Source: an optimization exercise on an open RTL-to-GDS flow (aim: a short achievable clock period). Production flows keep margins and buffers that such runs may drop.
At most, simulation tests tie the RTL to the original design; equivalence was not proved.
The clock input has no modelled driver; a real chip could not lean on it and would need a root buffer or a full tree.
Power figures rest on the tool's default switching activity, not on a simulated workload.

## mtm_Alu
module mtm_Alu (
    input  wire clk,    
    input  wire rst_n,  
    input  wire sin,    
    output wire sout    
);
clock: 8.0 ns
lec_check: 0
cap_margin: 20
core_margin: 2
core_utilization: 40
place_density: 0.6
slew_margin: 20
run.sh (not shown) runs the stock make flow with config.mk's settings and CLKGATE_MAP_FILE= SYNTH_SCRIPT=/design/flow/synth_recipe.tcl, a recipe that flattens the netlist after the stock synthesis.
Rerun with:
==> flow/flow/run.sh (new file) <==
#!/bin/bash
# Standard layout, with timing repair aimed below the clock period.
set -euo pipefail
bash standard.sh SETUP_SLACK_MARGIN=6 finish > standard_flow.log 2>&1
==> flow/standard.sh (new file) <==
#!/bin/bash
# synth_recipe.tcl (not shown) runs the flow's synth.tcl, then flattens the netlist and writes it again
# the make line also repeats each setting of config.mk as NAME=value (left out here)
make -C /OpenROAD-flow-scripts/flow DESIGN_CONFIG=/design/flow/config.mk WORK_HOME=/design/flow/orfs CLKGATE_MAP_FILE= SYNTH_SCRIPT=/design/flow/synth_recipe.tcl "${@:-finish}"
removed: flow/run.sh
The new run produced a clean layout.
Setup slack gains 1.1 ns.
Clock power went down by about 2%.
Cell count went up by 9.7%.
Synthesized cell count is unchanged.
Power went up by 10%.
Synthesized area stays the same.
Register-to-register slack gains 1.1 ns.
Via count went up by 15%.


Another version of the RTL of mtm_Alu (not shown whole).
Size in the first run: ~940 cells after synthesis, ~4 I/O pins.
clock: 8.0 ns
lec_check: 0
cap_margin: 20
core_margin: 2
core_utilization: 60
place_density: 0.75
slew_margin: 20
synth_hierarchical: 1
synth_minimum_keep_size: 0
standard.sh (not shown) runs the stock make flow with config.mk's settings and CLKGATE_MAP_FILE= SYNTH_SCRIPT=/design/flow/synth_recipe.tcl, a recipe that flattens the netlist after the stock synthesis.
==> flow/flow/run.sh <==
#!/bin/bash
# Standard layout with two changes:
#  - timing repair aims below the clock period (SETUP_SLACK_MARGIN),
#  - after CTS, flow/cts_post.tcl rebuilds the clock tree as two levels
#    of clock inverters: the clock port drives 4 (clkinv_16), each drives
#    4 (clkinv_4), each drives a cluster of about 9 flip-flops; every
#    flip-flop sees the clock through the same two inversions.
# All tool output goes to standard_flow.log here and ORFS's own logs.
set -euo pipefail
here=$(pwd)
export MY_CTS_N2=4 MY_CTS_CELL2=sky130_fd_sc_hd__clkinv_4
bash standard.sh SETUP_SLACK_MARGIN=6 POST_CTS_TCL="$here/flow/cts_post.tcl" finish > standard_flow.log 2>&1
==> flow/flow/cts_post.tcl <==
# POST_CTS hook: replace the clock tree TritonCTS built with a shallow,
# balanced tree of clock inverter pairs: the clock port drives 4 clock
# inverters (level 1), each at the middle of a quarter of the flip-flops
# (balanced k-means on their placed locations); each drives 2 clock
# inverters (level 2), each at the middle of half of that quarter and
# driving its flip-flops. Every flip-flop sees the clock through the same
# two inversions. Then legalize and repair timing again.
set n1 4
set n2 2
set cell1 sky130_fd_sc_hd__clkinv_16
set cell2 sky130_fd_sc_hd__clkinv_8
if {[info exists ::env(MY_CTS_N2)]} { set n2 $::env(MY_CTS_N2) }
if {[info exists ::env(MY_CTS_CELL2)]} { set cell2 $::env(MY_CTS_CELL2) }

set db [ord::get_db]
set block [ord::get_db_block]
set clk [$block findNet clk]

# walk the clock network from the port: buffers, their nets, the sinks
set sinks {}
set bufs {}
set nets {}
set todo [list $clk]
while {[llength $todo]} {
  set n [lindex $todo 0]
  set todo [lrange $todo 1 end]
  foreach it [$n getITerms] {
    if {![$it isInputSignal] && [$it getIoType] ne "INPUT"} { continue }
    set inst [$it getInst]
    set m [$inst getMaster]
    set mname [$m getName]
    if {[$m isSequential] || [string match "*df*" $mname]} {
      lappend sinks $it
    } else {
      lappend bufs $inst
      foreach ot [$inst getITerms] {
        if {[$ot getIoType] eq "OUTPUT"} {
          set on [$ot getNet]
          if {$on ne "NULL"} { lappend nets $on; lappend todo $on }
        }
      }
    }
  }
}
puts "MYCTS: [llength $sinks] sinks, [llength $bufs] tree cells removed, [llength $nets] nets"
foreach it $sinks { $it disconnect }
foreach b $bufs { odb::dbInst_destroy $b }
foreach n $nets { odb::dbNet_destroy $n }


# balanced k-means: pts is a list of {x y}; returns {assignment centers}
proc kmeans {pts k} {
  set n [llength $pts]
  set order [lsort -real -indices [lmap p $pts {expr {[lindex $p 0] + 0.7 * [lindex $p 1]}}]]
  set cs {}
  for {set j 0} {$j < $k} {incr j} {
    lappend cs [lindex $pts [lindex $order [expr {int(($j + 0.5) * $n / $k)}]]]
  }
  set cap [expr {int(ceil(1.0 * $n / $k))}]
  set asg [lrepeat $n 0]
  for {set iter 0} {$iter < 40} {incr iter} {
    set cand {}
    for {set i 0} {$i < $n} {incr i} {
      set p [lindex $pts $i]
      for {set j 0} {$j < $k} {incr j} {
        set c [lindex $cs $j]
        lappend cand [list [expr {abs([lindex $p 0] - [lindex $c 0]) + abs([lindex $p 1] - [lindex $c 1])}] $i $j]
      }
    }
    set cand [lsort -real -index 0 $cand]
    set asg [lrepeat $n -1]
    set cnt [lrepeat $k 0]
    foreach c $cand {
      lassign $c d i j
      if {[lindex $asg $i] >= 0 || [lindex $cnt $j] >= $cap} { continue }
      lset asg $i $j
      lset cnt $j [expr {[lindex $cnt $j] + 1}]
    }
    set ncs {}
    for {set j 0} {$j < $k} {incr j} {
      set sx 0.0; set sy 0.0; set m 0
      for {set i 0} {$i < $n} {incr i} {
        if {[lindex $asg $i] == $j} {
          set sx [expr {$sx + [lindex $pts $i 0]}]
          set sy [expr {$sy + [lindex $pts $i 1]}]
          incr m
        }
      }
      if {$m} { lappend ncs [list [expr {$sx / $m}] [expr {$sy / $m}]] } else { lappend ncs [lindex $cs $j] }
    }
    set cs $ncs
  }
  return [list $asg $cs]
}

proc place_at {inst master xy} {
  lassign $xy x y
  $inst setLocation [expr {int($x - [$master getWidth] / 2)}] [expr {int($y - [$master getHeight] / 2)}]
  $inst setPlacementStatus PLACED
}

set pts {}
foreach it $sinks {
  set bb [[$it getInst] getBBox]
  lappend pts [list [expr {([$bb xMin] + [$bb xMax]) / 2.0}] [expr {([$bb yMin] + [$bb yMax]) / 2.0}]]
}
set m1 [$db findMaster $cell1]
set m2 [$db findMaster $cell2]
lassign [kmeans $pts $n1] asg1 cs1
for {set a 0} {$a < $n1} {incr a} {
  set idx {}
  for {set i 0} {$i < [llength $pts]} {incr i} {
    if {[lindex $asg1 $i] == $a} { lappend idx $i }
  }
  set inv1 [odb::dbInst_create $block $m1 "clkinv_my_$a"]
  set net1 [odb::dbNet_create $block "clknet_my_$a"]
  $net1 setSigType CLOCK
  [$inv1 findITerm A] connect $clk
  [$inv1 findITerm Y] connect $net1
  place_at $inv1 $m1 [lindex $cs1 $a]
  lassign [kmeans [lmap i $idx {lindex $pts $i}] $n2] asg2 cs2
  for {set b 0} {$b < $n2} {incr b} {
    set inv2 [odb::dbInst_create $block $m2 "clkinv_my_${a}_$b"]
    set net2 [odb::dbNet_create $block "clknet_my_${a}_$b"]
    $net2 setSigType CLOCK
    [$inv2 findITerm A] connect $net1
    [$inv2 findITerm Y] connect $net2
    place_at $inv2 $m2 [lindex $cs2 $b]
    set c 0
    for {set j 0} {$j < [llength $idx]} {incr j} {
      if {[lindex $asg2 $j] == $b} {
        [lindex $sinks [lindex $idx $j]] connect $net2
        incr c
      }
    }
    puts "MYCTS: group $a.$b: $c flip-flops"
  }
}
$clk setSigType CLOCK

detailed_placement
check_placement -verbose
estimate_parasitics -placement
report_clock_skew
repair_timing_helper
detailed_placement
check_placement -verbose
estimate_parasitics -placement
report_clock_skew
report_worst_slack -max
report_worst_slack -min
Rerun with:
--- a/flow/flow/run.sh
+++ b/flow/flow/run.sh
@@ -5,3 +5,2 @@
-#    of clock inverters: the clock port drives 4 (clkinv_16), each drives
-#    4 (clkinv_4), each drives a cluster of about 9 flip-flops; every
-#    flip-flop sees the clock through the same two inversions.
+#    of clock inverters: the clock port drives 4, each drives 2, each
+#    drives a cluster of flip-flops.
@@ -11 +10 @@
-export MY_CTS_N2=4 MY_CTS_CELL2=sky130_fd_sc_hd__clkinv_4
+export MY_CTS_N2=3
The changed run finished clean.
Critical path depth does not change.
Utilization grows by 0.43 points.
First-iteration DRC count went up by 1.4%.
Hold slack is worse by 4.8 ps.
Die area does not change.
Routed wire length went down by 0.44%.
Maximum frequency barely changes.
Sequential power barely changes.
Cell area goes up by 0.68%.
Setup slack got worse by 4.9 ps.
No run of this note takes its clock network from TritonCTS; it comes from the design's own scripts or RTL.


Starting RTL as in the previous note.
// mtm_Alu
module mtm_Alu (
    input  wire clk,    
    input  wire rst_n,  
    input  wire sin,    
    output wire sout    
);
wire [7:0]  ab_wr;
wire [7:0]  ab_byte;
wire        step_inv;
wire [6:0]  step;
wire        step_flags;
wire        step_crc;
wire [2:0]  op;
wire        rst_q_n;
wire        d_res, d_c9, d_a5, d_93;
wire [31:0] C;
wire [7:0]  ctl_byte;
mtm_Alu_deserializer u_mtm_Alu_deserializer(
  .clk        (clk),
  .rst_n      (rst_n),
  .sin        (sin),
  .rst_q_n    (rst_q_n),
  .ab_wr      (ab_wr),
  .ab_byte    (ab_byte),
  .step_inv   (step_inv),
  .step       (step),
  .op         (op),
  .res        (d_res),
  .e_c9       (d_c9),
  .e_a5       (d_a5),
  .e_93       (d_93)
);
mtm_Alu_core u_mtm_Alu_core(
  .clk        (clk),
  .ab_wr      (ab_wr),
  .ab_byte    (ab_byte),
  .step_inv   (step_inv),
  .step       (step),
  .step_flags (step_flags),
  .step_crc   (step_crc),
  .op         (op),
  .C          (C),
  .ctl_byte   (ctl_byte)
);
mtm_Alu_serializer u_mtm_Alu_serializer(
  .clk        (clk),
  .rst_n      (rst_n),
  .rst_q_n    (rst_q_n),
  .C          (C),
  .ctl_byte   (ctl_byte),
  .res        (d_res),
  .e_c9       (d_c9),
  .e_a5       (d_a5),
  .e_93       (d_93),
  ...
==> flow/config.mk <==
export PLATFORM = sky130hd
export DESIGN_NAME = mtm_Alu
export DESIGN_NICKNAME = mtm_Alu
export VERILOG_FILES = /design/flow/design.v
export SDC_FILE = /design/flow/constraint.sdc
export NUM_CORES = 4
export LEC_CHECK = 0
export CAP_MARGIN = 20
export CORE_MARGIN = 2
export CORE_UTILIZATION = 75
export PLACE_DENSITY = 0.85
export SLEW_MARGIN = 20
export SYNTH_HIERARCHICAL = 1
export SYNTH_MINIMUM_KEEP_SIZE = 0
==> flow/constraint.sdc <==
create_clock -name core_clock -period 8.0 [get_ports {clk}]
set_input_delay 1.6000 -clock core_clock [delete_from_list [all_inputs] [get_ports {clk}]]
set_output_delay 1.6000 -clock core_clock [all_outputs]
set_load 0.01 [all_outputs]
==> flow/flow/run.sh <==
#!/bin/bash
# Standard layout with two changes:
#  - timing repair aims below the clock period (SETUP_SLACK_MARGIN),
#  - after CTS, flow/cts_post.tcl rebuilds the clock tree as two levels
#    of clock inverters: the clock port drives 4, each drives 2, each
#    drives a cluster of flip-flops.
# All tool output goes to standard_flow.log here and ORFS's own logs.
set -euo pipefail
here=$(pwd)
bash standard.sh SETUP_SLACK_MARGIN=6 POST_CTS_TCL="$here/flow/cts_post.tcl" finish > standard_flow.log 2>&1
Scripts as last shown in full above: flow/flow/cts_post.tcl
The starting point passed the timing, design-rule and antenna checks.
Edit:
--- a/flow/flow/run.sh
+++ b/flow/flow/run.sh
@@ -8,3 +8,4 @@
 set -euo pipefail
 here=$(pwd)
+export MY_CTS_N2=4 MY_CTS_CELL2=sky130_fd_sc_hd__clkinv_4
 bash standard.sh SETUP_SLACK_MARGIN=6 POST_CTS_TCL="$here/flow/cts_post.tcl" finish > standard_flow.log 2>&1
--- a/flow/config.mk
+++ b/flow/config.mk
@@ -8,6 +8,6 @@
 export CAP_MARGIN = 20
 export CORE_MARGIN = 2
-export CORE_UTILIZATION = 75
-export PLACE_DENSITY = 0.85
+export CORE_UTILIZATION = 60
+export PLACE_DENSITY = 0.75
 export SLEW_MARGIN = 20
 export SYNTH_HIERARCHICAL = 1
Effect: Critical path depth is unchanged; flip-flop and latch count does not change; via count shrinks by 6.4%; final cell count grows by about 4.7%; first-iteration DRC count shrinks by 27%; wire length shrinks by 9.2%; cell area barely changes; total power grows by 0.93%.
Edit:
--- a/flow/flow/run.sh
+++ b/flow/flow/run.sh
@@ -8,4 +8,3 @@
 set -euo pipefail
 here=$(pwd)
-export MY_CTS_N2=4 MY_CTS_CELL2=sky130_fd_sc_hd__clkinv_4
 bash standard.sh SETUP_SLACK_MARGIN=6 POST_CTS_TCL="$here/flow/cts_post.tcl" finish > standard_flow.log 2>&1
--- a/flow/flow/cts_post.tcl
+++ b/flow/flow/cts_post.tcl
@@ -10,6 +10,4 @@
 set cell1 sky130_fd_sc_hd__clkinv_16
 set cell2 sky130_fd_sc_hd__clkinv_8
-if {[info exists ::env(MY_CTS_N2)]} { set n2 $::env(MY_CTS_N2) }
-if {[info exists ::env(MY_CTS_CELL2)]} { set cell2 $::env(MY_CTS_CELL2) }
 
 set db [ord::get_db]
Setup slack loses 5.4 ps.
Cell count is lower slightly.
Utilization stays flat.
Total power is lower slightly.
Hold slack loses 3.4 ps.
Routed wire length is lower slightly.
No run of this note takes its clock network from TritonCTS; it comes from the design's own scripts or RTL.


mtm_Alu, a different RTL version from the one above (not shown whole).
For scale: ~900 cells after synthesis, about 140 flip-flops, roughly 4 I/O pins.
==> flow/config.mk <==
export PLATFORM = sky130hd
export DESIGN_NAME = mtm_Alu
export DESIGN_NICKNAME = mtm_Alu
export VERILOG_FILES = /design/flow/design.v
export SDC_FILE = /design/flow/constraint.sdc
export NUM_CORES = 4
export LEC_CHECK = 0
export CAP_MARGIN = 20
export CORE_MARGIN = 2
export CORE_UTILIZATION = 60
export CTS_CLUSTER_DIAMETER = 300
export CTS_CLUSTER_SIZE = 50
export PLACE_DENSITY = 0.7
export SLEW_MARGIN = 20
==> flow/constraint.sdc <==
create_clock -name core_clock -period 8.0 [get_ports {clk}]
set_input_delay 1.6000 -clock core_clock [delete_from_list [all_inputs] [get_ports {clk}]]
set_output_delay 1.6000 -clock core_clock [all_outputs]
set_load 0.01 [all_outputs]
==> flow/flow/run.sh <==
#!/bin/bash
# Standard layout, with timing repair aimed below the clock period.
set -euo pipefail
bash standard.sh SETUP_SLACK_MARGIN=6 finish > standard_flow.log 2>&1
Next try:
- CORE_UTILIZATION: 60 -> 40
- CTS_CLUSTER_DIAMETER: 300 -> default
- CTS_CLUSTER_SIZE: 50 -> default
- PLACE_DENSITY: 0.7 -> 0.6
Outcome: The changed run ran to the end with no violations; die area climbs by 48%; setup slack gains 0.046 ns; clock-buffer cell count climbs by 4; hold slack loses 0.017 ns; synthesized cell count stays the same; power drops by 6.2%.
Function was not checked in any run of this note: the RTL went through the layout flow alone.

-- static timing again, ports no longer ideal --
The flow's constraints put no driver on any port. The routed layouts listed below were extracted and timed again, unchanged, in two steps. Step 1 (the two cells are an assumption about what drives the block):
set clk [get_ports {clk}]
set_driving_cell -lib_cell sky130_fd_sc_hd__clkbuf_16 $clk
set_driving_cell -lib_cell sky130_fd_sc_hd__buf_2 [delete_from_list [all_inputs] $clk]
Step 2 moves the port delays by t, midway between the first and last clock arrival at a register: inputs arrive t later, outputs are due t later. That takes back most of the time a late clock gives input paths. Three values: no drivers, after step 1, after step 2; two values: the first two.
run | t (ns) | setup slack, ns | worst hold slack (ns) | latest minus earliest clock arrival (ns) | pins driven straight from the clock port
the first run of note 1 | 0.469 | 3.979 / 3.979 / 3.979 | 0.422 / 0.422 / 0.422 | 0.008 / 0.008 | 1
the second run of note 1 | 0.475 | 5.074 / 5.074 / 5.074 | 0.448 / 0.448 / 0.448 | 0.011 / 0.012 | 1
the first run of note 2 | 0.347 | 5.861 / 5.650 / 5.843 | 0.425 / 0.425 / 0.425 | 0.049 / 0.051 | 4
the second run of note 2 | 0.349 | 5.856 / 5.640 / 5.849 | 0.420 / 0.421 / 0.421 | 0.037 / 0.039 | 4
the first run of note 3 | 0.335 | 5.837 / 5.628 / 5.866 | 0.416 / 0.416 / 0.416 | 0.028 / 0.029 | 4
the second run of note 3 | 0.347 | 5.861 / 5.650 / 5.843 | 0.425 / 0.425 / 0.425 | 0.049 / 0.051 | 4
the third run of note 3 | 0.337 | 5.856 / 5.649 / 5.856 | 0.422 / 0.422 / 0.422 | 0.029 / 0.030 | 4
the first run of note 4 | 0.479 | 5.183 / 5.183 / 4.989 | 0.483 / 0.483 / 0.483 | 0.011 / 0.011 | 1
the second run of note 4 | 0.471 | 5.228 / 5.228 / 5.072 | 0.466 / 0.466 / 0.466 | 0.016 / 0.016 | 1
After both steps setup and hold are still met in every run listed. For the first run of note 4, which loses most, drivers alone change the setup slack by 0.000 ns; drivers and shift together by -0.194 ns.
